Background: an optimization exercise with open tools, aiming at small area and a short achievable clock period. Do not read the settings as production practice.
Only simulation tests tie the RTL to the original design; equivalence was not proved.
Power is estimated from default activity; no workload was simulated.

[design/flow/flow/run.sh]
#!/bin/bash
# The standard layout (the standard.sh, all ORFS steps to finish), with one
# change: the port buffers are made as buf_2 cells instead of the slow delay
# buffer ORFS's port buffering picks by default. The tools' full output goes
# to flow_standard.log.
set -euo pipefail
bash standard.sh BUFFER_PORTS_ARGS="-buffer_cell sky130_fd_sc_hd__buf_2" finish > flow_standard.log 2>&1
[design/flow/standard.sh]
#!/bin/bash
# synth_recipe.tcl (not shown) runs the flow's synth.tcl, then flattens the netlist and writes it again
# the make line also repeats each setting of config.mk as NAME=value (left out here)
make -C /OpenROAD-flow-scripts/flow DESIGN_CONFIG=/design/flow/config.mk WORK_HOME=/design/flow/orfs CLKGATE_MAP_FILE= SYNTH_SCRIPT=/design/flow/synth_recipe.tcl "${@:-finish}"
[design/flow/config.mk]
export PLATFORM = sky130hd
export DESIGN_NAME = alu
export DESIGN_NICKNAME = alu
export VERILOG_FILES = /design/flow/design.v
export SDC_FILE = /design/flow/constraint.sdc
export NUM_CORES = 4
export LEC_CHECK = 0
export ABC_AREA = 1
export CAP_MARGIN = 20
export CORE_MARGIN = 2
export CORE_UTILIZATION = 50
export CTS_BUF_LIST = sky130_fd_sc_hd__clkbuf_8
export SETUP_SLACK_MARGIN = 5
export SLEW_MARGIN = 20
[design/flow/constraint.sdc]
create_clock -name core_clock -period 8.5 [get_ports {i_clk}]
set_input_delay 1.7000 -clock core_clock [delete_from_list [all_inputs] [get_ports {i_clk}]]
set_output_delay 1.7000 -clock core_clock [all_outputs]
set_load 0.01 [all_outputs]
[design/flow/design.v]
module alu #(
    parameter INST_W = 4,
    parameter INT_W  = 6,
    parameter FRAC_W = 10,
    parameter DATA_W = INT_W + FRAC_W
)(
    input                      i_clk,
    input                      i_rst_n,
    input                      i_in_valid,
    output                     o_busy,
    input         [INST_W-1:0] i_inst,
    input  signed [DATA_W-1:0] i_data_a,
    input  signed [DATA_W-1:0] i_data_b,
    output                     o_out_valid,
    output        [DATA_W-1:0] o_data
);
    reg busy_r;      
    reg ovalid_r;
    always @(posedge i_clk or negedge i_rst_n) begin
        if (!i_rst_n) begin
            busy_r   <= 1'b0;
            ovalid_r <= 1'b0;
        end else begin
            busy_r   <= i_in_valid;
            ovalid_r <= busy_r;
        end
    end
    assign o_busy      = busy_r;
    assign o_out_valid = ovalid_r;
    wire [3:0]  op = i_inst;
    wire [15:0] a  = i_data_a;
    wire [15:0] b  = i_data_b;
    wire op_add = (op == 4'd0);
    wire op_sub = (op == 4'd1);
    wire op_mul = (op == 4'd2);
    wire op_acc = (op == 4'd3);
    wire op_sp  = (op == 4'd4);
    wire op_xor = (op == 4'd5);
    wire op_rs  = (op == 4'd6);
    wire op_lr  = (op == 4'd7);
    wire op_clz = (op == 4'd8);
    wire op_rm  = (op == 4'd9);
    wire a_neg   = a[15];
    wire a_hi    = ~a_neg & (|a[14:11]);           
    wire a_p0    = ~a_neg & ~(|a[14:11]);          
    wire a_m1    = a_neg & (&a[14:10]);            
    wire a_m2    = a_neg & (&a[14:11]) & ~a[10];   
    wire a_m3    = a_neg & (&a[14:12]) & ~a[11] & a[10];   
    wire sp_mid = a_p0 | a_m1 | a_m2 | a_m3;
    wire [16:0] ye = {b, 1'b0};
    wire [7:0]  b_one, b_two, b_neg;
    wire [7:0]  m_one, m_two, m_neg;
    wire [16:0] xe = {a[15], a};
    wire [16:0] xs = {a, 1'b0};
    genvar gi;
    generate for (gi = 0; gi < 8; gi = gi + 1) begin : g_benc
        assign b_one[gi] = ye[2*gi+1] ^ ye[2*gi];
        assign b_two[gi] = (ye[2*gi+2] & ~ye[2*gi+1] & ~ye[2*gi]) | (~ye[2*gi+2] & ye[2*gi+1] & ye[2*gi]);
        assign b_neg[gi] = ye[2*gi+2];
    end endgenerate
    wire [7:0] sp_one = {(a[15] ? (a[11] ? (a[10] ? 1'b1 : 1'b1) : 1'b0) : 1'b0), (a[15] ? (a[11] ? (a[10] ? 1'b1 : 1'b0) : 1'b0) : 1'b0), (a[15] ? (a[11] ? (a[10] ? 1'b1 : 1'b0) : 1'b1) : 1'b0), (a[15] ? (a[11] ? (a[10] ? 1'b1 : 1'b1) : 1'b0) : 1'b0), (a[15] ? (a[11] ? (a[10] ? 1'b1 : 1'b0) : 1'b0) : 1'b0), (a[15] ? (a[11] ? (a[10] ? 1'b1 : 1'b0) : 1'b1) : 1'b0), (a[15] ? (a[11] ? (a[10] ? 1'b1 : 1'b1) : 1'b0) : 1'b0), (a[15] ? (a[11] ? (a[10] ? 1'b1 : 1'b0) : 1'b1) : 1'b0)};
    wire [7:0] sp_two = {(a[15] ? (a[11] ? (a[10] ? 1'b0 : 1'b0) : 1'b0) : 1'b1), (a[15] ? (a[11] ? (a[10] ? 1'b0 : 1'b0) : 1'b1) : 1'b1), (a[15] ? (a[11] ? (a[10] ? 1'b0 : 1'b1) : 1'b0) : 1'b1), (a[15] ? (a[11] ? (a[10] ? 1'b0 : 1'b0) : 1'b0) : 1'b1), (a[15] ? (a[11] ? (a[10] ? 1'b0 : 1'b0) : 1'b1) : 1'b1), (a[15] ? (a[11] ? (a[10] ? 1'b0 : 1'b1) : 1'b0) : 1'b1), (a[15] ? (a[11] ? (a[10] ? 1'b0 : 1'b0) : 1'b0) : 1'b1), (a[15] ? (a[11] ? (a[10] ? 1'b0 : 1'b1) : 1'b0) : 1'b1)};
    wire [7:0] sp_neg = {(a[15] ? (a[11] ? (a[10] ? 1'b0 : 1'b0) : 1'b0) : 1'b0), (a[15] ? (a[11] ? (a[10] ? 1'b0 : 1'b0) : 1'b0) : 1'b0), (a[15] ? (a[11] ? (a[10] ? 1'b0 : 1'b1) : 1'b1) : 1'b0), (a[15] ? (a[11] ? (a[10] ? 1'b0 : 1'b0) : 1'b0) : 1'b0), (a[15] ? (a[11] ? (a[10] ? 1'b0 : 1'b0) : 1'b0) : 1'b0), (a[15] ? (a[11] ? (a[10] ? 1'b0 : 1'b1) : 1'b1) : 1'b0), (a[15] ? (a[11] ? (a[10] ? 1'b0 : 1'b0) : 1'b0) : 1'b0), (a[15] ? (a[11] ? (a[10] ? 1'b0 : 1'b1) : 1'b0) : 1'b0)};
    wire use_sp = op[2];
    assign m_one = use_sp ? sp_one : b_one;
    assign m_two = use_sp ? sp_two : b_two;
    assign m_neg = use_sp ? sp_neg : b_neg;
    wire [16:0] pp0 = ({17{m_one[0]}} & xe | {17{m_two[0]}} & xs) ^ {17{m_neg[0]}};
    wire [16:0] pp1 = ({17{m_one[1]}} & xe | {17{m_two[1]}} & xs) ^ {17{m_neg[1]}};
    wire [16:0] pp2 = ({17{m_one[2]}} & xe | {17{m_two[2]}} & xs) ^ {17{m_neg[2]}};
    wire [16:0] pp3 = ({17{m_one[3]}} & xe | {17{m_two[3]}} & xs) ^ {17{m_neg[3]}};
    wire [16:0] pp4 = ({17{m_one[4]}} & xe | {17{m_two[4]}} & xs) ^ {17{m_neg[4]}};
    wire [16:0] pp5 = ({17{m_one[5]}} & xe | {17{m_two[5]}} & xs) ^ {17{m_neg[5]}};
    wire [16:0] pp6 = ({17{m_one[6]}} & xe | {17{m_two[6]}} & xs) ^ {17{m_neg[6]}};
    wire [16:0] pp7 = ({17{m_one[7]}} & xe | {17{m_two[7]}} & xs) ^ {17{m_neg[7]}};
    wire fs1;
    wire fc2;
    wire fs3;
    wire fc4;
    wire fs5;
    wire fc6;
    wire fs7;
    wire fc8;
    wire fs9;
    wire fc10;
    wire fs11;
    wire fc12;
    wire hs13;
    wire hc14;
    wire fs15;
    wire fc16;
    wire fs17;
    wire fc18;
    wire fs19;
    wire fc20;
    wire fs21;
    wire fc22;
    wire fs23;
    wire fc24;
    wire fs25;
    wire fc26;
    wire fs27;
    wire fc28;
    wire fs29;
    wire fc30;
    wire fs31;
    wire fc32;
    wire fs33;
    wire fc34;
    wire fs35;
    wire fc36;
    wire hs37;
    wire hc38;
    wire fs39;
    wire fc40;
    wire fs41;
    wire fc42;
    wire hs43;
    wire hc44;
    wire fs45;
    wire fc46;
    wire fs47;
    wire fc48;
    wire fs49;
    wire fc50;
    wire hs51;
    wire hc52;
    wire fs53;
    wire fc54;
    wire hs55;
    wire hc56;
    wire hs57;
    wire hc58;
    wire hs59;
    wire hc60;
    wire fs61;
    wire fc62;
    wire hs63;
    wire hc64;
    wire fs65;
    wire fc66;
    wire fs67;
    wire fc68;
    wire fs69;
    wire fc70;
    wire fs71;
    wire fc72;
    wire fs73;
    wire fc74;
    wire fs75;
    wire fc76;
    wire fs77;
    wire fc78;
    wire fs79;
    wire fc80;
    wire fs81;
    wire fc82;
    wire fs83;
    wire fc84;
    wire fs85;
    wire fc86;
    wire fs87;
    wire fc88;
    wire fs89;
    wire fc90;
    wire fs91;
    wire fc92;
    wire fs93;
    wire fc94;
    wire fs95;
    wire fc96;
    wire fs97;
    wire fc98;
    wire fs99;
    wire fc100;
    wire fs101;
    wire fc102;
    wire fs103;
    wire fc104;
    wire fs105;
    wire fc106;
    wire fs107;
    wire fc108;
    wire fs109;
    wire fc110;
    wire fs111;
    wire fc112;
    wire fs113;
    wire fc114;
    wire fs115;
    wire fc116;
    wire fs117;
    wire fc118;
    wire fs119;
    wire fc120;
    wire fs121;
    wire fc122;
    wire fs123;
    wire fc124;
    wire fs125;
    wire fc126;
    wire hs127;
    wire hc128;
    wire fs129;
    wire fc130;
    wire hs131;
    wire hc132;
    wire hs133;
    wire hc134;
    wire hs135;
    wire hc136;
    wire fs137;
    wire fc138;
    wire fs139;
    wire fc140;
    wire fs141;
    wire fc142;
    wire fs143;
    wire fc144;
    wire fs145;
    wire fc146;
    wire fs147;
    wire fc148;
    wire fs149;
    wire fc150;
    wire fs151;
    wire fc152;
    wire fs153;
    wire fc154;
    wire fs155;
    wire fc156;
    wire fs157;
    wire fc158;
    wire fs159;
    wire fc160;
    wire fs161;
    wire fc162;
    wire fs163;
    wire fc164;
    wire fs165;
    wire fc166;
    wire fs167;
    wire fc168;
    wire fs169;
    wire fc170;
    wire fs171;
    wire fc172;
    wire fs173;
    wire fc174;
    wire fs175;
    wire fc176;
    wire fs177;
    wire fc178;
    wire fs179;
    wire fc180;
    wire hs181;
    wire hc182;
    wire hs183;
    wire hc184;
    wire fs185;
    wire fc186;
    wire fs187;
    wire fc188;
    wire fs189;
    wire fc190;
    wire fs191;
    wire fc192;
    wire fs193;
    wire fc194;
    wire fs195;
    wire fc196;
    wire fs197;
    wire fc198;
    wire fs199;
    wire fc200;
    wire fs201;
    wire fc202;
    wire fs203;
    wire fc204;
    wire fs205;
    wire fc206;
    wire fs207;
    wire fc208;
    wire fs209;
    wire fc210;
    wire fs211;
    wire fc212;
    wire fs213;
    wire fc214;
    wire fs215;
    wire fc216;
    wire fs217;
    wire fc218;
    wire fs219;
    wire fc220;
    wire fs221;
    wire fc222;
    wire fs223;
    wire fc224;
    wire fs225;
    wire fc226;
    wire fs227;
    wire fc228;
    wire fs229;
    wire fc230;
    wire fs231;
    wire fc232;
    wire fs233;
    wire fc234;
    wire hs235;
    wire hc236;
    wire kc9_0 = use_sp ? (a[15] ? (a[11] ? (a[10] ? 1'b0 : 1'b0) : 1'b0) : 1'b0) : 1'b1;
    wire kc10_0 = use_sp ? (a[15] ? (a[11] ? (a[10] ? 1'b0 : 1'b1) : 1'b1) : 1'b0) : 1'b0;
    wire kc11_0 = use_sp ? (a[15] ? (a[11] ? (a[10] ? 1'b1 : 1'b0) : 1'b1) : 1'b1) : 1'b0;
    wire kc12_0 = use_sp ? (a[15] ? (a[11] ? (a[10] ? 1'b0 : 1'b1) : 1'b0) : 1'b0) : 1'b0;
    wire kc13_0 = use_sp ? (a[15] ? (a[11] ? (a[10] ? 1'b1 : 1'b1) : 1'b1) : 1'b1) : 1'b0;
    wire kc13_1 = use_sp ? (a[15] ? (a[11] ? (a[10] ? 1'b0 : 1'b1) : 1'b1) : 1'b0) : 1'b0;
    wire kc15_0 = use_sp ? (a[15] ? (a[11] ? (a[10] ? 1'b0 : 1'b0) : 1'b1) : 1'b0) : 1'b0;
    wire kc16_0 = use_sp ? (a[15] ? (a[11] ? (a[10] ? 1'b0 : 1'b0) : 1'b0) : 1'b0) : 1'b1;
    wire kc17_0 = use_sp ? (a[15] ? (a[11] ? (a[10] ? 1'b1 : 1'b0) : 1'b0) : 1'b1) : 1'b1;
    wire kc18_0 = use_sp ? (a[15] ? (a[11] ? (a[10] ? 1'b1 : 1'b1) : 1'b0) : 1'b1) : 1'b0;
    wire kc19_0 = use_sp ? (a[15] ? (a[11] ? (a[10] ? 1'b0 : 1'b0) : 1'b0) : 1'b0) : 1'b1;
    wire kc20_0 = use_sp ? (a[15] ? (a[11] ? (a[10] ? 1'b1 : 1'b0) : 1'b0) : 1'b1) : 1'b0;
    wire kc21_0 = use_sp ? (a[15] ? (a[11] ? (a[10] ? 1'b0 : 1'b1) : 1'b0) : 1'b0) : 1'b1;
    wire kc22_0 = use_sp ? (a[15] ? (a[11] ? (a[10] ? 1'b1 : 1'b1) : 1'b0) : 1'b1) : 1'b0;
    wire kc23_0 = use_sp ? (a[15] ? (a[11] ? (a[10] ? 1'b0 : 1'b1) : 1'b0) : 1'b0) : 1'b1;
    wire kc24_0 = use_sp ? (a[15] ? (a[11] ? (a[10] ? 1'b1 : 1'b0) : 1'b0) : 1'b1) : 1'b0;
    wire kc25_0 = use_sp ? (a[15] ? (a[11] ? (a[10] ? 1'b0 : 1'b0) : 1'b0) : 1'b0) : 1'b1;
    wire kc26_0 = use_sp ? (a[15] ? (a[11] ? (a[10] ? 1'b1 : 1'b1) : 1'b1) : 1'b1) : 1'b0;
    assign fs1 = m_neg[5] ^ kc10_0 ^ pp0[10];
    assign fc2 = (m_neg[5] & kc10_0) | (m_neg[5] & pp0[10]) | (kc10_0 & pp0[10]);
    assign fs3 = kc11_0 ^ pp0[11] ^ pp1[9];
    assign fc4 = (kc11_0 & pp0[11]) | (kc11_0 & pp1[9]) | (pp0[11] & pp1[9]);
    assign fs5 = m_neg[6] ^ kc12_0 ^ pp0[12];
    assign fc6 = (m_neg[6] & kc12_0) | (m_neg[6] & pp0[12]) | (kc12_0 & pp0[12]);
    assign fs7 = pp1[10] ^ pp2[8] ^ pp3[6];
    assign fc8 = (pp1[10] & pp2[8]) | (pp1[10] & pp3[6]) | (pp2[8] & pp3[6]);
    assign fs9 = kc13_0 ^ kc13_1 ^ pp0[13];
    assign fc10 = (kc13_0 & kc13_1) | (kc13_0 & pp0[13]) | (kc13_1 & pp0[13]);
    assign fs11 = pp1[11] ^ pp2[9] ^ pp3[7];
    assign fc12 = (pp1[11] & pp2[9]) | (pp1[11] & pp3[7]) | (pp2[9] & pp3[7]);
    assign hs13 = pp4[5] ^ pp5[3];
    assign hc14 = pp4[5] & pp5[3];
    assign fs15 = m_neg[7] ^ pp0[14] ^ pp1[12];
    assign fc16 = (m_neg[7] & pp0[14]) | (m_neg[7] & pp1[12]) | (pp0[14] & pp1[12]);
    assign fs17 = pp2[10] ^ pp3[8] ^ pp4[6];
    assign fc18 = (pp2[10] & pp3[8]) | (pp2[10] & pp4[6]) | (pp3[8] & pp4[6]);
    assign fs19 = pp5[4] ^ pp6[2] ^ pp7[0];
    assign fc20 = (pp5[4] & pp6[2]) | (pp5[4] & pp7[0]) | (pp6[2] & pp7[0]);
    assign fs21 = kc15_0 ^ pp0[15] ^ pp1[13];
    assign fc22 = (kc15_0 & pp0[15]) | (kc15_0 & pp1[13]) | (pp0[15] & pp1[13]);
    assign fs23 = pp2[11] ^ pp3[9] ^ pp4[7];
    assign fc24 = (pp2[11] & pp3[9]) | (pp2[11] & pp4[7]) | (pp3[9] & pp4[7]);
    assign fs25 = pp5[5] ^ pp6[3] ^ pp7[1];
    assign fc26 = (pp5[5] & pp6[3]) | (pp5[5] & pp7[1]) | (pp6[3] & pp7[1]);
    assign fs27 = kc16_0 ^ pp1[14] ^ pp2[12];
    assign fc28 = (kc16_0 & pp1[14]) | (kc16_0 & pp2[12]) | (pp1[14] & pp2[12]);
    assign fs29 = pp3[10] ^ pp4[8] ^ pp5[6];
    assign fc30 = (pp3[10] & pp4[8]) | (pp3[10] & pp5[6]) | (pp4[8] & pp5[6]);
    assign fs31 = pp6[4] ^ pp7[2] ^ ~pp0[16];
    assign fc32 = (pp6[4] & pp7[2]) | (pp6[4] & ~pp0[16]) | (pp7[2] & ~pp0[16]);
    assign fs33 = kc17_0 ^ pp1[15] ^ pp2[13];
    assign fc34 = (kc17_0 & pp1[15]) | (kc17_0 & pp2[13]) | (pp1[15] & pp2[13]);
    assign fs35 = pp3[11] ^ pp4[9] ^ pp5[7];
    assign fc36 = (pp3[11] & pp4[9]) | (pp3[11] & pp5[7]) | (pp4[9] & pp5[7]);
    assign hs37 = pp6[5] ^ pp7[3];
    assign hc38 = pp6[5] & pp7[3];
    assign fs39 = kc18_0 ^ pp2[14] ^ pp3[12];
    assign fc40 = (kc18_0 & pp2[14]) | (kc18_0 & pp3[12]) | (pp2[14] & pp3[12]);
    assign fs41 = pp4[10] ^ pp5[8] ^ pp6[6];
    assign fc42 = (pp4[10] & pp5[8]) | (pp4[10] & pp6[6]) | (pp5[8] & pp6[6]);
    assign hs43 = pp7[4] ^ ~pp1[16];
    assign hc44 = pp7[4] & ~pp1[16];
    assign fs45 = kc19_0 ^ pp2[15] ^ pp3[13];
    assign fc46 = (kc19_0 & pp2[15]) | (kc19_0 & pp3[13]) | (pp2[15] & pp3[13]);
    assign fs47 = pp4[11] ^ pp5[9] ^ pp6[7];
    assign fc48 = (pp4[11] & pp5[9]) | (pp4[11] & pp6[7]) | (pp5[9] & pp6[7]);
    assign fs49 = kc20_0 ^ pp3[14] ^ pp4[12];
    assign fc50 = (kc20_0 & pp3[14]) | (kc20_0 & pp4[12]) | (pp3[14] & pp4[12]);
    assign hs51 = pp5[10] ^ pp6[8];
    assign hc52 = pp5[10] & pp6[8];
    assign fs53 = kc21_0 ^ pp3[15] ^ pp4[13];
    assign fc54 = (kc21_0 & pp3[15]) | (kc21_0 & pp4[13]) | (pp3[15] & pp4[13]);
    assign hs55 = kc22_0 ^ pp4[14];
    assign hc56 = kc22_0 & pp4[14];
    assign hs57 = m_neg[3] ^ pp0[6];
    assign hc58 = m_neg[3] & pp0[6];
    assign hs59 = pp0[7] ^ pp1[5];
    assign hc60 = pp0[7] & pp1[5];
    assign fs61 = m_neg[4] ^ pp0[8] ^ pp1[6];
    assign fc62 = (m_neg[4] & pp0[8]) | (m_neg[4] & pp1[6]) | (pp0[8] & pp1[6]);
    assign hs63 = pp2[4] ^ pp3[2];
    assign hc64 = pp2[4] & pp3[2];
    assign fs65 = kc9_0 ^ pp0[9] ^ pp1[7];
    assign fc66 = (kc9_0 & pp0[9]) | (kc9_0 & pp1[7]) | (pp0[9] & pp1[7]);
    assign fs67 = pp2[5] ^ pp3[3] ^ pp4[1];
    assign fc68 = (pp2[5] & pp3[3]) | (pp2[5] & pp4[1]) | (pp3[3] & pp4[1]);
    assign fs69 = pp1[8] ^ pp2[6] ^ pp3[4];
    assign fc70 = (pp1[8] & pp2[6]) | (pp1[8] & pp3[4]) | (pp2[6] & pp3[4]);
    assign fs71 = pp4[2] ^ pp5[0] ^ fs1;
    assign fc72 = (pp4[2] & pp5[0]) | (pp4[2] & fs1) | (pp5[0] & fs1);
    assign fs73 = pp2[7] ^ pp3[5] ^ pp4[3];
    assign fc74 = (pp2[7] & pp3[5]) | (pp2[7] & pp4[3]) | (pp3[5] & pp4[3]);
    assign fs75 = pp5[1] ^ fc2 ^ fs3;
    assign fc76 = (pp5[1] & fc2) | (pp5[1] & fs3) | (fc2 & fs3);
    assign fs77 = pp4[4] ^ pp5[2] ^ pp6[0];
    assign fc78 = (pp4[4] & pp5[2]) | (pp4[4] & pp6[0]) | (pp5[2] & pp6[0]);
    assign fs79 = fc4 ^ fs5 ^ fs7;
    assign fc80 = (fc4 & fs5) | (fc4 & fs7) | (fs5 & fs7);
    assign fs81 = pp6[1] ^ hs13 ^ fc6;
    assign fc82 = (pp6[1] & hs13) | (pp6[1] & fc6) | (hs13 & fc6);
    assign fs83 = fc8 ^ fs9 ^ fs11;
    assign fc84 = (fc8 & fs9) | (fc8 & fs11) | (fs9 & fs11);
    assign fs85 = hc14 ^ fc10 ^ fc12;
    assign fc86 = (hc14 & fc10) | (hc14 & fc12) | (fc10 & fc12);
    assign fs87 = fs15 ^ fs17 ^ fs19;
    assign fc88 = (fs15 & fs17) | (fs15 & fs19) | (fs17 & fs19);
    assign fs89 = fc16 ^ fc18 ^ fc20;
    assign fc90 = (fc16 & fc18) | (fc16 & fc20) | (fc18 & fc20);
    assign fs91 = fs21 ^ fs23 ^ fs25;
    assign fc92 = (fs21 & fs23) | (fs21 & fs25) | (fs23 & fs25);
    assign fs93 = fc22 ^ fc24 ^ fc26;
    assign fc94 = (fc22 & fc24) | (fc22 & fc26) | (fc24 & fc26);
    assign fs95 = fs27 ^ fs29 ^ fs31;
    assign fc96 = (fs27 & fs29) | (fs27 & fs31) | (fs29 & fs31);
    assign fs97 = hs37 ^ fc28 ^ fc30;
    assign fc98 = (hs37 & fc28) | (hs37 & fc30) | (fc28 & fc30);
    assign fs99 = fc32 ^ fs33 ^ fs35;
    assign fc100 = (fc32 & fs33) | (fc32 & fs35) | (fs33 & fs35);
    assign fs101 = hc38 ^ hs43 ^ fc34;
    assign fc102 = (hc38 & hs43) | (hc38 & fc34) | (hs43 & fc34);
    assign fs103 = fc36 ^ fs39 ^ fs41;
    assign fc104 = (fc36 & fs39) | (fc36 & fs41) | (fs39 & fs41);
    assign fs105 = pp7[5] ^ hc44 ^ fc40;
    assign fc106 = (pp7[5] & hc44) | (pp7[5] & fc40) | (hc44 & fc40);
    assign fs107 = fc42 ^ fs45 ^ fs47;
    assign fc108 = (fc42 & fs45) | (fc42 & fs47) | (fs45 & fs47);
    assign fs109 = pp7[6] ^ ~pp2[16] ^ hs51;
    assign fc110 = (pp7[6] & ~pp2[16]) | (pp7[6] & hs51) | (~pp2[16] & hs51);
    assign fs111 = fc46 ^ fc48 ^ fs49;
    assign fc112 = (fc46 & fc48) | (fc46 & fs49) | (fc48 & fs49);
    assign fs113 = pp5[11] ^ pp6[9] ^ pp7[7];
    assign fc114 = (pp5[11] & pp6[9]) | (pp5[11] & pp7[7]) | (pp6[9] & pp7[7]);
    assign fs115 = hc52 ^ fc50 ^ fs53;
    assign fc116 = (hc52 & fc50) | (hc52 & fs53) | (fc50 & fs53);
    assign fs117 = pp5[12] ^ pp6[10] ^ pp7[8];
    assign fc118 = (pp5[12] & pp6[10]) | (pp5[12] & pp7[8]) | (pp6[10] & pp7[8]);
    assign fs119 = ~pp3[16] ^ hs55 ^ fc54;
    assign fc120 = (~pp3[16] & hs55) | (~pp3[16] & fc54) | (hs55 & fc54);
    assign fs121 = kc23_0 ^ pp4[15] ^ pp5[13];
    assign fc122 = (kc23_0 & pp4[15]) | (kc23_0 & pp5[13]) | (pp4[15] & pp5[13]);
    assign fs123 = pp6[11] ^ pp7[9] ^ hc56;
    assign fc124 = (pp6[11] & pp7[9]) | (pp6[11] & hc56) | (pp7[9] & hc56);
    assign fs125 = kc24_0 ^ pp5[14] ^ pp6[12];
    assign fc126 = (kc24_0 & pp5[14]) | (kc24_0 & pp6[12]) | (pp5[14] & pp6[12]);
    assign hs127 = pp7[10] ^ ~pp4[16];
    assign hc128 = pp7[10] & ~pp4[16];
    assign fs129 = kc25_0 ^ pp5[15] ^ pp6[13];
    assign fc130 = (kc25_0 & pp5[15]) | (kc25_0 & pp6[13]) | (pp5[15] & pp6[13]);
    assign hs131 = kc26_0 ^ pp6[14];
    assign hc132 = kc26_0 & pp6[14];
    reg  [19:0] acc [0:15];
    reg  [15:0] acc_v;
    wire [15:0] a_dec = 16'd1 << a[3:0];
    reg  [19:0] acc_rd;
    integer k;
    always @(*) begin
        acc_rd = 20'd0;
        for (k = 0; k < 16; k = k + 1)
            acc_rd = acc_rd | ({20{a_dec[k] & acc_v[k]}} & acc[k]);
    end
    wire [19:0] x_d = op_acc ? acc_rd : {{4{a[15]}}, a};
    wire [15:0] y_d = op_sub ? ~b :
                      op_lr  ? {b[15:4], 4'd0 - b[3:0]} :
                      op_sp  ? 16'd0 :
                      b;
    reg [19:0] x_r;
    reg [15:0] y_r;
    reg [3:0]  idx_r;
    reg [105:0] mr;
    reg s_acc_r, s_sum_r, s_cin_r, s_mul_r, s_sp_r, s_xor_r;
    reg s_rs_r, s_lr_r, s_clz_r, s_rm_r;
    always @(posedge i_clk) begin
        x_r        <= x_d;
        y_r        <= y_d;
        idx_r      <= a[3:0];
        mr         <= {~pp7[16], pp7[15], ~pp6[16], pp7[14], hc132, pp7[13], pp6[15], fc130, hs131, ~pp5[16], pp7[12], hc128, fc126, fs129, pp7[11], fc124, fc122, fs125, hs127, fc120, fc118, fs123, fs121, fc116, fc114, fs119, fs117, fc112, fc110, fs115, fs113, fc108, fc106, fs111, fs109, fc104, fc102, fs107, fs105, fc100, fc98, fs103, fs101, fc96, fc94, fs99, fs97, fc92, fc90, fs95, fs93, fc88, fc86, fs91, fs89, fc84, fc82, fs87, fs85, fc80, fc78, fs83, fs81, fc76, fc74, fs79, fs77, fc72, fc70, fs75, fs73, fc68, fc66, fs71, fs69, hc64, fc62, fs67, fs65, hc60, fs61, hs63, pp4[0], hc58, hs59, pp3[1], pp2[3], hs57, pp3[0], pp2[2], pp1[4], pp2[1], pp1[3], pp0[5], pp2[0], pp1[2], pp0[4], m_neg[2], pp1[1], pp0[3], pp1[0], pp0[2], m_neg[1], pp0[1], pp0[0], m_neg[0]};
        s_acc_r    <= op_acc;
        s_sum_r    <= op_add | op_sub | op_acc;
        s_cin_r    <= op_sub;
        s_mul_r    <= op_mul;
        s_sp_r     <= op_sp & sp_mid;
        s_xor_r    <= op_xor | (op_sp & a_hi);
        s_rs_r     <= op_rs;
        s_lr_r     <= op_lr;
        s_clz_r    <= op_clz;
        s_rm_r     <= op_rm;
    end
    wire [15:0] xa = x_r[15:0];
    wire [15:0] idx_dec = 16'd1 << idx_r;
    wire [15:0] slo = {1'b0, x_r[14:0]} + {1'b0, y_r[14:0]} + {15'd0, s_cin_r};
    wire        c15 = slo[15];
    wire [4:0]  shi = x_r[19:15] + {5{y_r[15]}};
    wire [4:0]  shi1 = shi + 5'd1;
    wire [19:0] sum = {c15 ? shi1 : shi, slo[14:0]};
    wire        sok0 = (shi == 5'd0)  | (shi == 5'd31);
    wire        sok1 = (shi == 5'd31) | (shi == 5'd30);
    wire        sum_ok = c15 ? sok1 : sok0;
    wire [15:0] sum_sat = sum_ok ? sum[15:0] : {sum[19], {15{~sum[19]}}};
    wire acc_we = busy_r & s_acc_r;
    always @(posedge i_clk or negedge i_rst_n) begin
        if (!i_rst_n)
            acc_v <= 16'd0;
        else if (acc_we)
            acc_v <= acc_v | idx_dec;
    end
    always @(posedge i_clk) begin
        for (k = 0; k < 16; k = k + 1)
            if (acc_we & idx_dec[k])
                acc[k] <= sum;
    end
    assign hs133 = mr[8] ^ mr[9];
    assign hc134 = mr[8] & mr[9];
    assign hs135 = mr[12] ^ mr[13];
    assign hc136 = mr[12] & mr[13];
    assign fs137 = mr[15] ^ mr[16] ^ mr[17];
    assign fc138 = (mr[15] & mr[16]) | (mr[15] & mr[17]) | (mr[16] & mr[17]);
    assign fs139 = mr[19] ^ mr[20] ^ mr[21];
    assign fc140 = (mr[19] & mr[20]) | (mr[19] & mr[21]) | (mr[20] & mr[21]);
    assign fs141 = mr[23] ^ mr[24] ^ mr[25];
    assign fc142 = (mr[23] & mr[24]) | (mr[23] & mr[25]) | (mr[24] & mr[25]);
    assign fs143 = mr[27] ^ mr[28] ^ mr[29];
    assign fc144 = (mr[27] & mr[28]) | (mr[27] & mr[29]) | (mr[28] & mr[29]);
    assign fs145 = mr[31] ^ mr[32] ^ mr[33];
    assign fc146 = (mr[31] & mr[32]) | (mr[31] & mr[33]) | (mr[32] & mr[33]);
    assign fs147 = mr[35] ^ mr[36] ^ mr[37];
    assign fc148 = (mr[35] & mr[36]) | (mr[35] & mr[37]) | (mr[36] & mr[37]);
    assign fs149 = mr[39] ^ mr[40] ^ mr[41];
    assign fc150 = (mr[39] & mr[40]) | (mr[39] & mr[41]) | (mr[40] & mr[41]);
    assign fs151 = mr[43] ^ mr[44] ^ mr[45];
    assign fc152 = (mr[43] & mr[44]) | (mr[43] & mr[45]) | (mr[44] & mr[45]);
    assign fs153 = mr[47] ^ mr[48] ^ mr[49];
    assign fc154 = (mr[47] & mr[48]) | (mr[47] & mr[49]) | (mr[48] & mr[49]);
    assign fs155 = mr[51] ^ mr[52] ^ mr[53];
    assign fc156 = (mr[51] & mr[52]) | (mr[51] & mr[53]) | (mr[52] & mr[53]);
    assign fs157 = mr[55] ^ mr[56] ^ mr[57];
    assign fc158 = (mr[55] & mr[56]) | (mr[55] & mr[57]) | (mr[56] & mr[57]);
    assign fs159 = mr[59] ^ mr[60] ^ mr[61];
    assign fc160 = (mr[59] & mr[60]) | (mr[59] & mr[61]) | (mr[60] & mr[61]);
    assign fs161 = mr[63] ^ mr[64] ^ mr[65];
    assign fc162 = (mr[63] & mr[64]) | (mr[63] & mr[65]) | (mr[64] & mr[65]);
    assign fs163 = mr[67] ^ mr[68] ^ mr[69];
    assign fc164 = (mr[67] & mr[68]) | (mr[67] & mr[69]) | (mr[68] & mr[69]);
    assign fs165 = mr[71] ^ mr[72] ^ mr[73];
    assign fc166 = (mr[71] & mr[72]) | (mr[71] & mr[73]) | (mr[72] & mr[73]);
    assign fs167 = mr[75] ^ mr[76] ^ mr[77];
    assign fc168 = (mr[75] & mr[76]) | (mr[75] & mr[77]) | (mr[76] & mr[77]);
    assign fs169 = mr[79] ^ mr[80] ^ mr[81];
    assign fc170 = (mr[79] & mr[80]) | (mr[79] & mr[81]) | (mr[80] & mr[81]);
    assign fs171 = mr[83] ^ mr[84] ^ mr[85];
    assign fc172 = (mr[83] & mr[84]) | (mr[83] & mr[85]) | (mr[84] & mr[85]);
    assign fs173 = mr[87] ^ mr[88] ^ mr[89];
    assign fc174 = (mr[87] & mr[88]) | (mr[87] & mr[89]) | (mr[88] & mr[89]);
    assign fs175 = mr[91] ^ mr[92] ^ mr[93];
    assign fc176 = (mr[91] & mr[92]) | (mr[91] & mr[93]) | (mr[92] & mr[93]);
    assign fs177 = mr[95] ^ mr[96] ^ mr[97];
    assign fc178 = (mr[95] & mr[96]) | (mr[95] & mr[97]) | (mr[96] & mr[97]);
    assign fs179 = 1'b1 ^ mr[99] ^ mr[100];
    assign fc180 = (1'b1 & mr[99]) | (1'b1 & mr[100]) | (mr[99] & mr[100]);
    assign hs181 = mr[3] ^ mr[4];
    assign hc182 = mr[3] & mr[4];
    assign hs183 = mr[6] ^ mr[7];
    assign hc184 = mr[6] & mr[7];
    assign fs185 = mr[10] ^ mr[11] ^ hs133;
    assign fc186 = (mr[10] & mr[11]) | (mr[10] & hs133) | (mr[11] & hs133);
    assign fs187 = mr[14] ^ hc134 ^ hs135;
    assign fc188 = (mr[14] & hc134) | (mr[14] & hs135) | (hc134 & hs135);
    assign fs189 = mr[18] ^ hc136 ^ fs137;
    assign fc190 = (mr[18] & hc136) | (mr[18] & fs137) | (hc136 & fs137);
    assign fs191 = mr[22] ^ fc138 ^ fs139;
    assign fc192 = (mr[22] & fc138) | (mr[22] & fs139) | (fc138 & fs139);
    assign fs193 = mr[26] ^ fc140 ^ fs141;
    assign fc194 = (mr[26] & fc140) | (mr[26] & fs141) | (fc140 & fs141);
    assign fs195 = mr[30] ^ fc142 ^ fs143;
    assign fc196 = (mr[30] & fc142) | (mr[30] & fs143) | (fc142 & fs143);
    assign fs197 = mr[34] ^ fc144 ^ fs145;
    assign fc198 = (mr[34] & fc144) | (mr[34] & fs145) | (fc144 & fs145);
    assign fs199 = mr[38] ^ fc146 ^ fs147;
    assign fc200 = (mr[38] & fc146) | (mr[38] & fs147) | (fc146 & fs147);
    assign fs201 = mr[42] ^ fc148 ^ fs149;
    assign fc202 = (mr[42] & fc148) | (mr[42] & fs149) | (fc148 & fs149);
    assign fs203 = mr[46] ^ fc150 ^ fs151;
    assign fc204 = (mr[46] & fc150) | (mr[46] & fs151) | (fc150 & fs151);
    assign fs205 = mr[50] ^ fc152 ^ fs153;
    assign fc206 = (mr[50] & fc152) | (mr[50] & fs153) | (fc152 & fs153);
    assign fs207 = mr[54] ^ fc154 ^ fs155;
    assign fc208 = (mr[54] & fc154) | (mr[54] & fs155) | (fc154 & fs155);
    assign fs209 = mr[58] ^ fc156 ^ fs157;
    assign fc210 = (mr[58] & fc156) | (mr[58] & fs157) | (fc156 & fs157);
    assign fs211 = mr[62] ^ fc158 ^ fs159;
    assign fc212 = (mr[62] & fc158) | (mr[62] & fs159) | (fc158 & fs159);
    assign fs213 = mr[66] ^ fc160 ^ fs161;
    assign fc214 = (mr[66] & fc160) | (mr[66] & fs161) | (fc160 & fs161);
    assign fs215 = mr[70] ^ fc162 ^ fs163;
    assign fc216 = (mr[70] & fc162) | (mr[70] & fs163) | (fc162 & fs163);
    assign fs217 = mr[74] ^ fc164 ^ fs165;
    assign fc218 = (mr[74] & fc164) | (mr[74] & fs165) | (fc164 & fs165);
    assign fs219 = mr[78] ^ fc166 ^ fs167;
    assign fc220 = (mr[78] & fc166) | (mr[78] & fs167) | (fc166 & fs167);
    assign fs221 = mr[82] ^ fc168 ^ fs169;
    assign fc222 = (mr[82] & fc168) | (mr[82] & fs169) | (fc168 & fs169);
    assign fs223 = mr[86] ^ fc170 ^ fs171;
    assign fc224 = (mr[86] & fc170) | (mr[86] & fs171) | (fc170 & fs171);
    assign fs225 = mr[90] ^ fc172 ^ fs173;
    assign fc226 = (mr[90] & fc172) | (mr[90] & fs173) | (fc172 & fs173);
    assign fs227 = mr[94] ^ fc174 ^ fs175;
    assign fc228 = (mr[94] & fc174) | (mr[94] & fs175) | (fc174 & fs175);
    assign fs229 = mr[98] ^ fc176 ^ fs177;
    assign fc230 = (mr[98] & fc176) | (mr[98] & fs177) | (fc176 & fs177);
    assign fs231 = mr[101] ^ fc178 ^ fs179;
    assign fc232 = (mr[101] & fc178) | (mr[101] & fs179) | (fc178 & fs179);
    assign fs233 = mr[102] ^ mr[103] ^ fc180;
    assign fc234 = (mr[102] & mr[103]) | (mr[102] & fc180) | (mr[103] & fc180);
    assign hs235 = 1'b1 ^ mr[104];
    assign hc236 = 1'b1 & mr[104];
    wire [31:0] pr_a = {1'b1, mr[105], hs235, fs233, fs231, fs229, fs227, fs225, fs223, fs221, fs219, fs217, fs215, fs213, fs211, fs209, fs207, fs205, fs203, fs201, fs199, fs197, fs195, fs193, fs191, fs189, fs187, fs185, hs183, mr[5], mr[2], mr[0]};
    wire [31:0] pr_b = {1'b0, hc236, fc234, fc232, fc230, fc228, fc226, fc224, fc222, fc220, fc218, fc216, fc214, fc212, fc210, fc208, fc206, fc204, fc202, fc200, fc198, fc196, fc194, fc192, fc190, fc188, fc186, hc184, hc182, hs181, 1'b0, mr[1]};
    wire [24:0] kg0 = pr_a[24:0] & pr_b[24:0];
    wire [24:0] kp0 = pr_a[24:0] ^ pr_b[24:0];
    wire [24:0] kg1, kp1;
    assign kg1[0:0] = kg0[0:0];
    assign kp1[0:0] = kp0[0:0];
    assign kg1[24:1] = kg0[24:1] | (kp0[24:1] & kg0[23:0]);
    assign kp1[24:1] = kp0[24:1] & kp0[23:0];
    wire [24:0] kg2, kp2;
    assign kg2[1:0] = kg1[1:0];
    assign kp2[1:0] = kp1[1:0];
    assign kg2[24:2] = kg1[24:2] | (kp1[24:2] & kg1[22:0]);
    assign kp2[24:2] = kp1[24:2] & kp1[22:0];
    wire [24:0] kg3, kp3;
    assign kg3[3:0] = kg2[3:0];
    assign kp3[3:0] = kp2[3:0];
    assign kg3[24:4] = kg2[24:4] | (kp2[24:4] & kg2[20:0]);
    assign kp3[24:4] = kp2[24:4] & kp2[20:0];
    wire [24:0] kg4, kp4;
    assign kg4[7:0] = kg3[7:0];
    assign kp4[7:0] = kp3[7:0];
    assign kg4[24:8] = kg3[24:8] | (kp3[24:8] & kg3[16:0]);
    assign kp4[24:8] = kp3[24:8] & kp3[16:0];
    wire [24:0] kg5, kp5;
    assign kg5[15:0] = kg4[15:0];
    assign kp5[15:0] = kp4[15:0];
    assign kg5[24:16] = kg4[24:16] | (kp4[24:16] & kg4[8:0]);
    assign kp5[24:16] = kp4[24:16] & kp4[8:0];
    wire [25:0] kc  = {kg5, 1'b0};             
    wire [25:0] lo  = {kc[25], kp0 ^ kc[24:0]};
    wire        c25 = lo[25];
    wire [6:0]  ha_ = pr_a[31:25], hb_ = pr_b[31:25];
    wire [6:0]  hx  = ha_ ^ hb_;
    wire        z0  = &(hx[6:1] ~^ (ha_[5:0] | hb_[5:0]));    
    wire        z1  = &(~hx[6:1] ~^ (ha_[5:0] & hb_[5:0]));   
    wire        ok0 = (z0 & ~hx[0]) | (z1 & hx[0]);           
    wire        ok1 = (z0 & hx[0]) | (z1 & ~hx[0]);           
    wire        mul_ok = c25 ? ok1 : ok0;
    wire        p25 = hx[0] ^ c25;
    wire        p26 = hx[1] ^ ((ha_[0] & hb_[0]) | (hx[0] & c25));
    wire        mul_sgn = xa[15] ^ y_r[15];    
    wire [15:0] sp_res  = {5'd0, p26, p25, lo[24:16]};    
    wire [31:0] rot2 = {xa, xa} >> y_r[3:0];
    wire [15:0] rot  = rot2[15:0];
    reg  [15:0] rs_res;
    integer j;
    always @(*) begin
        for (j = 0; j < 16; j = j + 1)
            rs_res[j] = (y_r[4] | (j + y_r[3:0] > 15)) ? xa[15] : rot[j];
    end
    reg [4:0] zcnt;
    always @(*) begin
        zcnt = 5'd0;
        for (j = 0; j < 16; j = j + 1)
            if (xa[j]) zcnt = 15 - j;
    end
    reg [12:0] match4;
    always @(*) begin
        for (j = 0; j < 13; j = j + 1)
            match4[j] = (xa[j+:4] == y_r[(15-j)-:4]);
    end
    wire [15:0] res_m = s_sp_r ? sp_res : {p25, lo[24:10]};
    wire [15:0] res_o = ({16{s_sum_r}} & sum_sat)
                      | ({16{s_mul_r}} & {mul_sgn, {15{~mul_sgn}}})
                      | ({16{s_xor_r}} & (xa ^ y_r))
                      | ({16{s_rs_r }} & rs_res)
                      | ({16{s_lr_r }} & rot)
                      | ({16{s_clz_r}} & {11'd0, zcnt})
                      | ({16{s_rm_r }} & {3'd0, match4});
    reg [15:0] odata_m, odata_o;
    reg        osel_m;
    always @(posedge i_clk) begin
        odata_m <= res_m;
        odata_o <= res_o;
        osel_m  <= s_sp_r | (s_mul_r & mul_ok);
    end
    assign o_data = osel_m ? odata_m : odata_o;
endmodule
==> results of run 1 <==
[worst max-delay path, cell delays in order (launching register included)]
cell	delay [ns]
dfxtp_1	0.33
inv_1	0.06
fa_1	0.49
fa_1	0.56
inv_1	0.06
ha_1	0.32
nand2_1	0.07
nand2_1	0.06
o21bai_2	0.21
a21oi_1	0.15
nand3b_1	0.18
nand2_2	0.10
fa_2	0.36
xnor2_2	0.17
o21ai_2	0.25
[cell families after synthesis]
family	synth area share [%]
buffers and inverters	6.78
AOI/OAI and AO/OA	12.5
and+or+nand+nor	14.0
xor gates and xnor gates	5.42
adders and majority gates	11.2
muxes	0.854
DFF	49.2
[metal layers]
metal	up-vias	share of wire [%]	global-route usage (%)
met5	-	0.0094	0
met4	2	4.9	15.5
met3	277	8.7	5.84
met2	1189	46	52.4
met1	10900	41	43.6
li1	10100	-	-
[stage by stage]
stage	instance area, sq um	instances	hold slack (ns)
2_1_floorplan	28400	2868	0.427
3_3_place_gp	29300	3593	0.410
3_5_place_dp	29300	3593	0.422
4_1_cts	31500	3790	0.433
5_1_grt	32100	3819	0.449
6_report	32100	3821	0.436
[cell type report]
| type | count | share of cell area (%) |
|---|---|---|
| sequential | 527 | 43.2 |
| multi-input combinational | 1875 | 40.6 |
| inverter | 352 | 4.28 |
| clock buffer | 96 | 4.12 |
| timing repair buffer | 164 | 3.92 |
| tap | 748 | 2.92 |
| clock inverter | 53 | 0.877 |
| timing repair inverter | 3 | 0.0624 |
| antenna | 3 | 0.0234 |
[worst paths after layout]
kind                                    endpoint  slack [ns]  depth (start not counted)
max                          odata_m[10]$_DFF_P_        4.97                         14
min in group asynchronous   acc_v[8]$_DFFE_PN0P_        0.95                          1
min                           ovalid_r$_DFF_PN0_        0.44                          0
max in group asynchronous  acc_v[12]$_DFFE_PN0P_        7.23                          1
max reg2reg                  odata_m[10]$_DFF_P_        4.97                         14
min reg2reg                   ovalid_r$_DFF_PN0_        0.44                          0
[power breakdown]
group	switching, uW	total, uW	internal (uW)
clock network	1010	2080	1070
logic	3970	6190	2220
registers	143	3280	3140
total	5120	11500	6420
[flip-flops by register name (all words and copies together) (netlist names)]
name      count
acc         320
mr          106
x_r          20
acc_v        16
odata_m      16
odata_o      16
y_r          16
idx_r         4
busy_r        1
osel_m        1
ovalid_r      1
s_acc_r       1
s_cin_r       1
s_clz_r       1
s_lr_r        1
s_mul_r       1
s_rm_r        1
s_rs_r        1
s_sp_r        1
s_sum_r       1
s_xor_r       1
[placed cells by master, fill, tap and decap left out, types with 13 or more instances in the layout]
cell and n:
inv_1 354, o21ai_0 137, a221oi_1 28, fa_1 95
mux2_2 16, a21oi_1 121, o211ai_1 21, or2_2 18
buf_4 99, ha_1 74, nand3_1 102, o22ai_1 130
xor2_1 151, buf_2 49, nand4_1 47, a22o_1 20
dfxtp_1 186, clkbuf_8 96, nor2_1 129, inv_2 13
nand2_1 518, xnor2_1 13, dfrtp_1 18, nor3_1 20
edfxtp_1 320, nor2_2 26
[timing repair]
action	4_1_cts	5_1_grt
pin swaps	18	17
cloned	4	2
setup buffers	44	26
setup endpoints to repair	118	60
resized for setup	64	61
==> metrics.yaml, run 1 <==
final_layout:
  drive_above_1_share_pct: 15.6
  synthToLayoutAreaGrowth_pct: 14.1
  multi_input_area_sq_mm: 0.0130
  post-route-util_pct: 58.0
  nNetsFinal: 3237
  seq_area_sq_mm: 0.0139
  nFillCells: 4841
worst_setup_path:
  cp_max_fo: 3
  crit_arrival_ns: 4.09
  criticalPathCategory: "reg2reg"
  r2r_start: "mr[23]$_DFF_P_"
  startpoint: "mr[23]$_DFF_P_"
  critPathCaptureType: "register"
  crit_required_ns: 9.06
  startpoint_type: "register"
clock_tree:
  insertion_delay_ns: 0.70
  ctsHoldBuffers: 0
  clockBufferDepth: 3
  clock-sinks: 527
  htree_num_levels: 3
  cts-root-buf: "clkbuf_8"
  cts_buffers: 86
  path_clk_slew_ns: 0.06
  cts_tree: "built"
timing:
  rsz0062_at_grt: "true"
  skew_ns: 0.0434
  min_period_ns: 3.53
  max_freq_ghz: 0.283
  report.final.slew_viol_count: 0
  fin_setup_tns_ns: 0
  min_period_over_period_pct: 41.5
  hold_viol: 0
  worst_pin_slew_ns: 1.06
  maxSlewHeadroom_pct: 28.9
  fin_ws_ns: 4.97
  setup_viol: 0
power_and_ir_drop:
  vdd_drop_max_mv: 0.443
  p_leak_uw: 0.0134
  powerDensity_mw_per_mm2: 360
  power_uw: 11500
place:
  place_congestion: 0.964
  io_buffers: 56
  dp_slack_ns: 3.39
  hpwl_mm: 64.0
synthesis:
  synth_edf_count: 320
  async_flop_share_pct: 3.42
  yosysTopAreaCellShare_pct: 34.2
  synth_warnings: 2
  ys.flop_type: "edfxtp_1"
  ys_types: 60
  synthTopCellsByCount: "523 x nand2_1, 326 x inv_1, 320 x edfxtp_1"
  synth_area_per_cell_sq_um: 9.81
  syn_area_sq_mm: 0.0281
  yosys_register_bits: 527
  synth_area_leaders: "edfxtp_1 34%, dfxtp_1 13%, fa_1 7.3%"
  yosysTopAreaCell: "edfxtp_1"
  yosysMostFrequentCell: "nand2_1"
  syn_nets: 3096
  synthCells: 2868
  seq_area_frac_synth_pct: 49.2
floorplanning:
  core_area_sq_mm: 0.0553
  die_h_um: 241
  io_pins: 57
  die_x_um: 241
  start_util_pct: 50.9
  rows: 86
  dieArea_sq_mm: 0.0582
drt:
  drc: 0
  drt-total-wl_mm: 95.7
  drt-initial-drc-count: 2159
  avgViaCountPerCell: 5.87
  first_pass_iters: 5
  avgRoutedWirePerCell_um: 25.0
  final_antenna_net_count: 0
  vias: 22400
global_routing:
  grt_usage_pct: 32.8
  antenna_found_initial: 5
  first_global_vias: 21500
  grt_max_degree: 41
  grt_remaining_overflow: 0
  grt_pass1_wl_mm: 138
run_status:
  status: "timing/DRC/antenna clean"
job:
  drv_cap: 0
min_path:
  worstHoldStart: "busy_r$_DFF_PN0_"
  holdCritPathClass: "reg2reg"
==> run 2, diff against run 1 <==
--- a/design/flow/config.mk
+++ b/design/flow/config.mk
@@ -13,2 +13,3 @@
 export SETUP_SLACK_MARGIN = 5
 export SLEW_MARGIN = 20
+export TNS_END_PERCENT = 20
==> run 2 against run 1 <==
Compared with the run above: still clean on timing, DRC and antenna; register-to-register slack improved by 0.03 ns; worst hold slack got worse by 0.0093 ns; synthesized cell count did not move; core utilization fell by 0.24 points; final cell count barely moved; power rose by 3.3%; flip-flop and latch count did not move; worst setup slack improved by 0.016 ns; clock skew rose by 0.019 ns.
==> metrics.yaml, run 2 <==
power_and_ir_drop:
  p_leak_uw: 0.0134
  vdd_drop_max_mv: 0.681
  powerDensity_mw_per_mm2: 373
clock_tree:
  path_clk_slew_ns: 0.06
  cts_buffers: 87
  insertion_delay_ns: 0.73
  clockBufferDepth: 3
  ctsHoldBuffers: 0
  htree_num_levels: 3
  clock-sinks: 527
  cts-root-buf: "clkbuf_8"
  cts_tree: "built"
floorplanning:
  die_x_um: 241
  core_area_sq_mm: 0.0553
  dieArea_sq_mm: 0.0582
  die_h_um: 241
  start_util_pct: 50.9
  rows: 86
  io_pins: 57
final_layout:
  layout_commonest_cell: "nand2_1"
  top_regs: "acc x320, mr x106, x_r x20"
  nNetsFinal: 3225
  nFillCells: 4868
  largest_reg_flops: 320
  top_register: "acc"
  synthToLayoutAreaGrowth_pct: 13.6
  drive_above_1_share_pct: 14.7
  final_cell_mix: "519 x nand2_1, 353 x inv_1, 320 x edfxtp_1, 186 x dfxtp_1, 157 x xor2_1"
  post-route-util_pct: 57.8
place:
  io_buffers: 56
  place_congestion: 0.973
  hpwl_mm: 63.9
timing:
  skew_ns: 0.0626
  max_freq_ghz: 0.285
  hold_viol: 0
  setup_viol: 0
  fin_setup_tns_ns: 0
  report.final.slew_viol_count: 0
  maxSlewHeadroom_pct: 19.4
  min_period_ns: 3.51
  rsz0062_at_grt: "true"
  min_period_over_period_pct: 41.3
  worst_pin_slew_ns: 1.18
worst_setup_path:
  slowest_stage: "a211oi_1"
  crit_required_ns: 9.05
  reg2reg_depth: 9
  crit_chain: "buf_2, clkinvlp_4, nand3_1, nor3_4, buf_4, nand2_1, o21ai_0, a211oi_1, a31oi_1"
  critPathMaxStageDelay_ns: 0.48
  criticalPathCategory: "in2reg"
  cp_max_fo: 18
  crit_family: "buffers and inverters"
  crit_arrival_ns: 4.06
  path_buf_inv: 3
  r2r_start: "x_r[0]$_DFF_P_"
  critPathCaptureType: "register"
  worstReg2RegEnd: "acc[7][10]$_DFFE_PP_"
  startpoint_type: "input pin"
  rrSetupSlack_ns: 5.00
synthesis:
  syn_nets: 3096
  async_flop_share_pct: 3.42
  syn_area_sq_mm: 0.0281
  synthTopCellsByCount: "523 x nand2_1, 326 x inv_1, 320 x edfxtp_1"
  yosysTopAreaCell: "edfxtp_1"
  synth_area_leaders: "edfxtp_1 34%, dfxtp_1 13%, fa_1 7.3%"
  synthCells: 2868
  yosysTopAreaCellShare_pct: 34.2
  seq_area_frac_synth_pct: 49.2
  yosysMostFrequentCell: "nand2_1"
  synth_warnings: 2
  synth_area_per_cell_sq_um: 9.81
  yosys_register_bits: 527
  synth_edf_count: 320
  ys_types: 60
  ys.flop_type: "edfxtp_1"
min_path:
  min_path_cells: 0
  worstHoldStart: "busy_r$_DFF_PN0_"
  holdCritPathClass: "reg2reg"
  hold_path_end: "ovalid_r$_DFF_PN0_"
drt:
  drt-total-wl_mm: 94.9
  final_antenna_net_count: 0
  drc: 0
  avgViaCountPerCell: 5.84
  vias: 22300
  drt-initial-drc-count: 2205
  avgRoutedWirePerCell_um: 24.9
  first_pass_iters: 6
job:
  drv_cap: 0
global_routing:
  grt_max_degree: 41
  grt_remaining_overflow: 0
  grt_usage_pct: 32.7
  first_global_vias: 21300
  antenna_found_initial: 8
  grt_pass1_wl_mm: 138
run_status:
  status: "timing/DRC/antenna clean"
==> run 2: cell counts after synthesis <==
No cell type changed its count.
==> run 2: area by class of cell <==
class                   instances  area (sq um)  share of cell area, %
diodes                          4          10.0                 0.0313
clock inverters                62           377                   1.18
repair buffers                155          1190                   3.74
well taps                     748           936                   2.93
flip-flops and latches        527         13800                   43.3
clock buffers                  96          1320                   4.13
inverters                     352          1370                   4.30
repair inverters                1          5.00                 0.0157
multi-input cells            1873         12900                   40.4
==> run 2: how the worst max path moves through the flow <==
stage / cells past startpoint / slack [ns] / endpoint / from
after floorplan: 10 / 4.64 / mr[52]$_DFF_P_ / i_inst[2]
after global placement: 11 / 3.44 / mr[52]$_DFF_P_ / i_inst[2]
after detailed placement: 11 / 3.34 / mr[52]$_DFF_P_ / i_inst[2]
after CTS: 11 / 4.85 / x_r[11]$_DFF_P_ / i_data_a[1]
after global routing: 12 / 4.89 / odata_m[2]$_DFF_P_ / mr[51]$_DFF_P_
final: 9 / 4.99 / x_r[4]$_DFF_P_ / i_data_a[2]
==> run 2: power breakdown <==
part | leakage, uW | switching (uW) | total [uW] | internal, uW
Combinational | 0.00766 | 4270 | 6460 | 2190
Sequential | 0.00470 | 136 | 3280 | 3140
Clock | 0.000999 | 1090 | 2190 | 1100
==> run 2: metal layers <==
layer	up-vias	GRT usage (%)	wire, um
met3	243	5.97	7330
met4	4	14.5	4500
li1	10100	-	-
met5	-	0	45
met1	10900	42.9	38800
met2	1124	53.1	44300
==> run 2: kinds of logic after synthesis <==
kind of cell,Yosys count,synth area share [%]
AO/OA/AOI/OAI,569,12.5
XOR/XNOR,174,5.42
adder cells (fa/ha/maj),189,11.2
buffers and inverters,468,6.78
flip-flops,527,49.2
multiplexers,22,0.854
AND/OR/NAND/NOR,919,14.0
==> run 2: worst register-to-register path: cells and delay by family, from the launching register on <==
kind / cells / cell delay (ns)
AOI/OAI and AO/OA: 1 / 0.16
xor gates and xnor gates: 1 / 0.61
adders and majority gates: 2 / 0.82
buffers and inverters: 3 / 0.64
DFF: 1 / 0.65
and+or+nand+nor: 2 / 0.25
==> run 2: per-stage QoR <==
stage	area (sq um)	instances	total power, uW	hold slack [ns]	setup slack, ns
3_3_place_gp	29300	3593	8930	0.416	3.44
3_5_place_dp	29300	3593	8990	0.422	3.34
5_1_grt	32000	3815	12600	0.447	4.89
4_1_cts	31500	3782	11600	0.439	4.85
2_1_floorplan	28400	2868	6910	0.427	4.64
6_report	32000	3818	11900	0.427	4.99
==> run 2: what timing repair did <==
item / 4_1_cts / 5_1_grt
resized for setup: 50 / 45
buffers inserted: 31 / 30
cloned: 0 / 2
setup endpoints to repair: 116 / 92
pin swaps: 13 / 16
==> run 3, diff against run 2 <==
--- a/design/flow/config.mk
+++ b/design/flow/config.mk
@@ -9,7 +9,6 @@
 export CAP_MARGIN = 20
 export CORE_MARGIN = 2
-export CORE_UTILIZATION = 50
+export CORE_UTILIZATION = 55
 export CTS_BUF_LIST = sky130_fd_sc_hd__clkbuf_8
 export SETUP_SLACK_MARGIN = 5
 export SLEW_MARGIN = 20
-export TNS_END_PERCENT = 20
==> run 3 against run 2 <==
Compared with the run above: core utilization grew 6.0 points; area after synthesis stayed put; sequential power hardly changed; worst setup slack worse by 0.014 ns; clock power up 3%; via count up 0.24%; final area grew 0.29%; synthesized cell count unchanged; count of clock-buffer cells in the layout is the same; worst hold slack improved by 0.021 ns; critical path type unchanged.
==> metrics.yaml, run 3 <==
run_status:
  status: "timing/DRC/antenna clean"
worst_setup_path:
  critPathCaptureType: "register"
  slowest_stage: "fa_1"
  worstReg2RegEnd: "odata_m[10]$_DFF_P_"
  rrSetupSlack_ns: 5.02
  cp_max_fo: 9
  crit_family: "adder cells"
  critPathMaxStageDelay_ns: 0.55
  r2r_start: "mr[68]$_DFF_P_"
  path_buf_inv: 6
  crit_chain: "clkbuf_4, inv_1, nor2_2, buf_6, inv_6, o211ai_4, buf_6, o22ai_1, xor2_1, fa_1, inv_1, fa_1"
  crit_arrival_ns: 4.08
  reg2reg_depth: 14
  crit_required_ns: 9.05
  startpoint_type: "input pin"
  criticalPathCategory: "in2reg"
min_path:
  holdCritPathClass: "reg2reg"
  min_path_cells: 0
  hold_path_end: "ovalid_r$_DFF_PN0_"
  worstHoldStart: "busy_r$_DFF_PN0_"
synthesis:
  synthTopCellsByCount: "523 x nand2_1, 326 x inv_1, 320 x edfxtp_1"
  synth_edf_count: 320
  seq_area_frac_synth_pct: 49.2
  yosysMostFrequentCell: "nand2_1"
  syn_area_sq_mm: 0.0281
  yosysTopAreaCell: "edfxtp_1"
  syn_nets: 3096
  async_flop_share_pct: 3.42
  synth_area_leaders: "edfxtp_1 34%, dfxtp_1 13%, fa_1 7.3%"
  synth_warnings: 2
  ys_types: 60
  synth_area_per_cell_sq_um: 9.81
  yosys_register_bits: 527
  yosysTopAreaCellShare_pct: 34.2
  synthCells: 2868
  ys.flop_type: "edfxtp_1"
global_routing:
  first_global_vias: 21500
  antenna_found_initial: 2
  grt_usage_pct: 34.8
  grt_pass1_wl_mm: 136
  grt_remaining_overflow: 0
  grt_max_degree: 41
final_layout:
  final_cell_mix: "515 x nand2_1, 355 x inv_1, 320 x edfxtp_1, 186 x dfxtp_1, 154 x xor2_1"
  synthToLayoutAreaGrowth_pct: 14.0
  top_regs: "acc x320, mr x106, x_r x20"
  final_cells: 3743
  drive_above_1_share_pct: 15.2
  layout_commonest_cell: "nand2_1"
  largest_reg_flops: 320
  nNetsFinal: 3227
  post-route-util_pct: 63.8
  top_register: "acc"
drt:
  drt-initial-drc-count: 2502
  drt-total-wl_mm: 92.5
  final_antenna_net_count: 0
  avgRoutedWirePerCell_um: 24.7
  first_pass_iters: 6
  drc: 0
  avgViaCountPerCell: 5.97
  vias: 22400
timing:
  setup_viol: 0
  min_period_ns: 3.53
  hold_viol: 0
  fin_ws_ns: 4.97
  fin_setup_tns_ns: 0
  min_period_over_period_pct: 41.5
  rsz0062_at_grt: "true"
  max_freq_ghz: 0.284
  maxSlewHeadroom_pct: 24.3
  worst_pin_slew_ns: 1.13
  report.final.slew_viol_count: 0
  skew_ns: 0.0575
  whs_ns: 0.447
floorplanning:
  die_x_um: 230
  start_util_pct: 56.0
  rows: 82
  io_pins: 57
  die_h_um: 230
  dieArea_sq_mm: 0.0530
  core_area_sq_mm: 0.0503
place:
  place_congestion: 0.981
  hpwl_mm: 62.9
  dp_cells: 3519
  io_buffers: 56
  dp_slack_ns: 3.41
clock_tree:
  htree_num_levels: 3
  path_clk_slew_ns: 0.06
  clockBufferDepth: 3
  insertion_delay_ns: 0.74
  clock-sinks: 527
  cts-root-buf: "clkbuf_8"
  cts_tree: "built"
  cts_buffers: 89
power_and_ir_drop:
  powerDensity_mw_per_mm2: 370
  vdd_drop_max_mv: 0.450
  p_leak_uw: 0.0134
job:
  drv_cap: 0
## run 3: worst max-delay path by stage
stage | from | end | slack (ns) | cells past startpoint
2_1_floorplan | i_inst[2] | mr[52]$_DFF_P_ | 4.64 | 10
3_3_place_gp | i_inst[2] | mr[52]$_DFF_P_ | 3.48 | 11
3_5_place_dp | i_inst[2] | mr[56]$_DFF_P_ | 3.41 | 10
4_1_cts | i_data_a[12] | mr[48]$_DFF_P_ | 5.00 | 6
5_1_grt | i_data_a[2] | x_r[8]$_DFF_P_ | 4.96 | 9
6_report | i_data_b[9] | mr[48]$_DFF_P_ | 4.97 | 12
## run 3: per-stage QoR
stage                     cell area, sq um  power [uW]
after global placement               29200        8740
after floorplan                      28400        6920
after detailed placement             29200        8810
after CTS                            31600       11400
after global routing                 32000       12500
final                                32100       11900
## run 3: power breakdown
group          switching [uW]  internal, uW  total (uW)
clock                    1060          1180        2250
sequential                143          3140        3290
combinational            4060          2270        6320
total                    5260          6590       11900
## run 3: per-layer routing
metal / routed length (um) / global-route usage (%) / part of all wire [%]
met5: 13 / 0 / 0.014
met4: 3910 / 14.1 / 4.2
met3: 8590 / 6.21 / 9.3
met2: 43100 / 56.1 / 47
met1: 36900 / 46.7 / 40
## run 3: repair_timing
action / 4_1_cts / 5_1_grt
gates cloned: 0 / 1
pin swaps: 14 / 29
gates resized for setup: 60 / 63
hold buffers: 0 / 0
setup buffers: 40 / 20
setup endpoints to repair: 81 / 55
## run 3: worst reg2reg max path: cells and delay by family (launching register included)
kind | cells | cell delay (ns)
DFF | 1 | 0.31
and+or+nand+nor | 4 | 0.37
adders and majority gates | 4 | 1.82
xor gates and xnor gates | 1 | 0.25
AOI/OAI and AO/OA | 3 | 0.44
buffers and inverters | 2 | 0.14
## run 3: cells by family after synthesis
group	count (synthesis)	synth area share, %
AND/OR/NAND/NOR	919	14.0
AO/OA/AOI/OAI	569	12.5
flip-flops	527	49.2
buffers and inverters	468	6.78
adder cells (fa/ha/maj)	189	11.2
XOR/XNOR	174	5.42
multiplexers	22	0.854
## run 3: final cells by class
class | count | area (sq um)
clock inverter | 61 | 443
antenna | 6 | 15.0
timing repair buffer | 156 | 1180
fill | 4093 | 18200
inverter | 352 | 1380
tap | 672 | 841
multi-input combinational | 1873 | 13000
clock buffer | 96 | 1320
sequential | 527 | 13800

[separate check: timing with driven ports]
The results above use ideal ports. As a check the final layouts listed here were re-extracted and re-timed, cells and wires unchanged.
Step 1: set_driving_cell puts a clkbuf_16 on i_clk and a buf_2 on each other input, an assumption about the parent block.
Step 2 moves the port delays by t, midway between the first and last clock arrival at a register: inputs arrive t later, outputs are due t later. That takes back most of the time a late clock gives input paths.
Three values: no drivers, after step 1, after step 2; two values: the first two.
| run | t (ns) | setup WS [ns] | cell pins on the clock port's net |
|---|---|---|---|
| run 1 | 0.738 | 4.971 / 4.903 / 4.165 | 1 |
| run 2 | 0.752 | 4.987 / 4.946 / 4.193 | 1 |
| run 3 | 0.767 | 4.973 / 4.928 / 4.161 | 1 |
After both steps setup and hold are still met in every run listed. For run 3, which loses most, drivers alone change the setup slack by -0.045 ns; drivers and shift together by -0.812 ns.
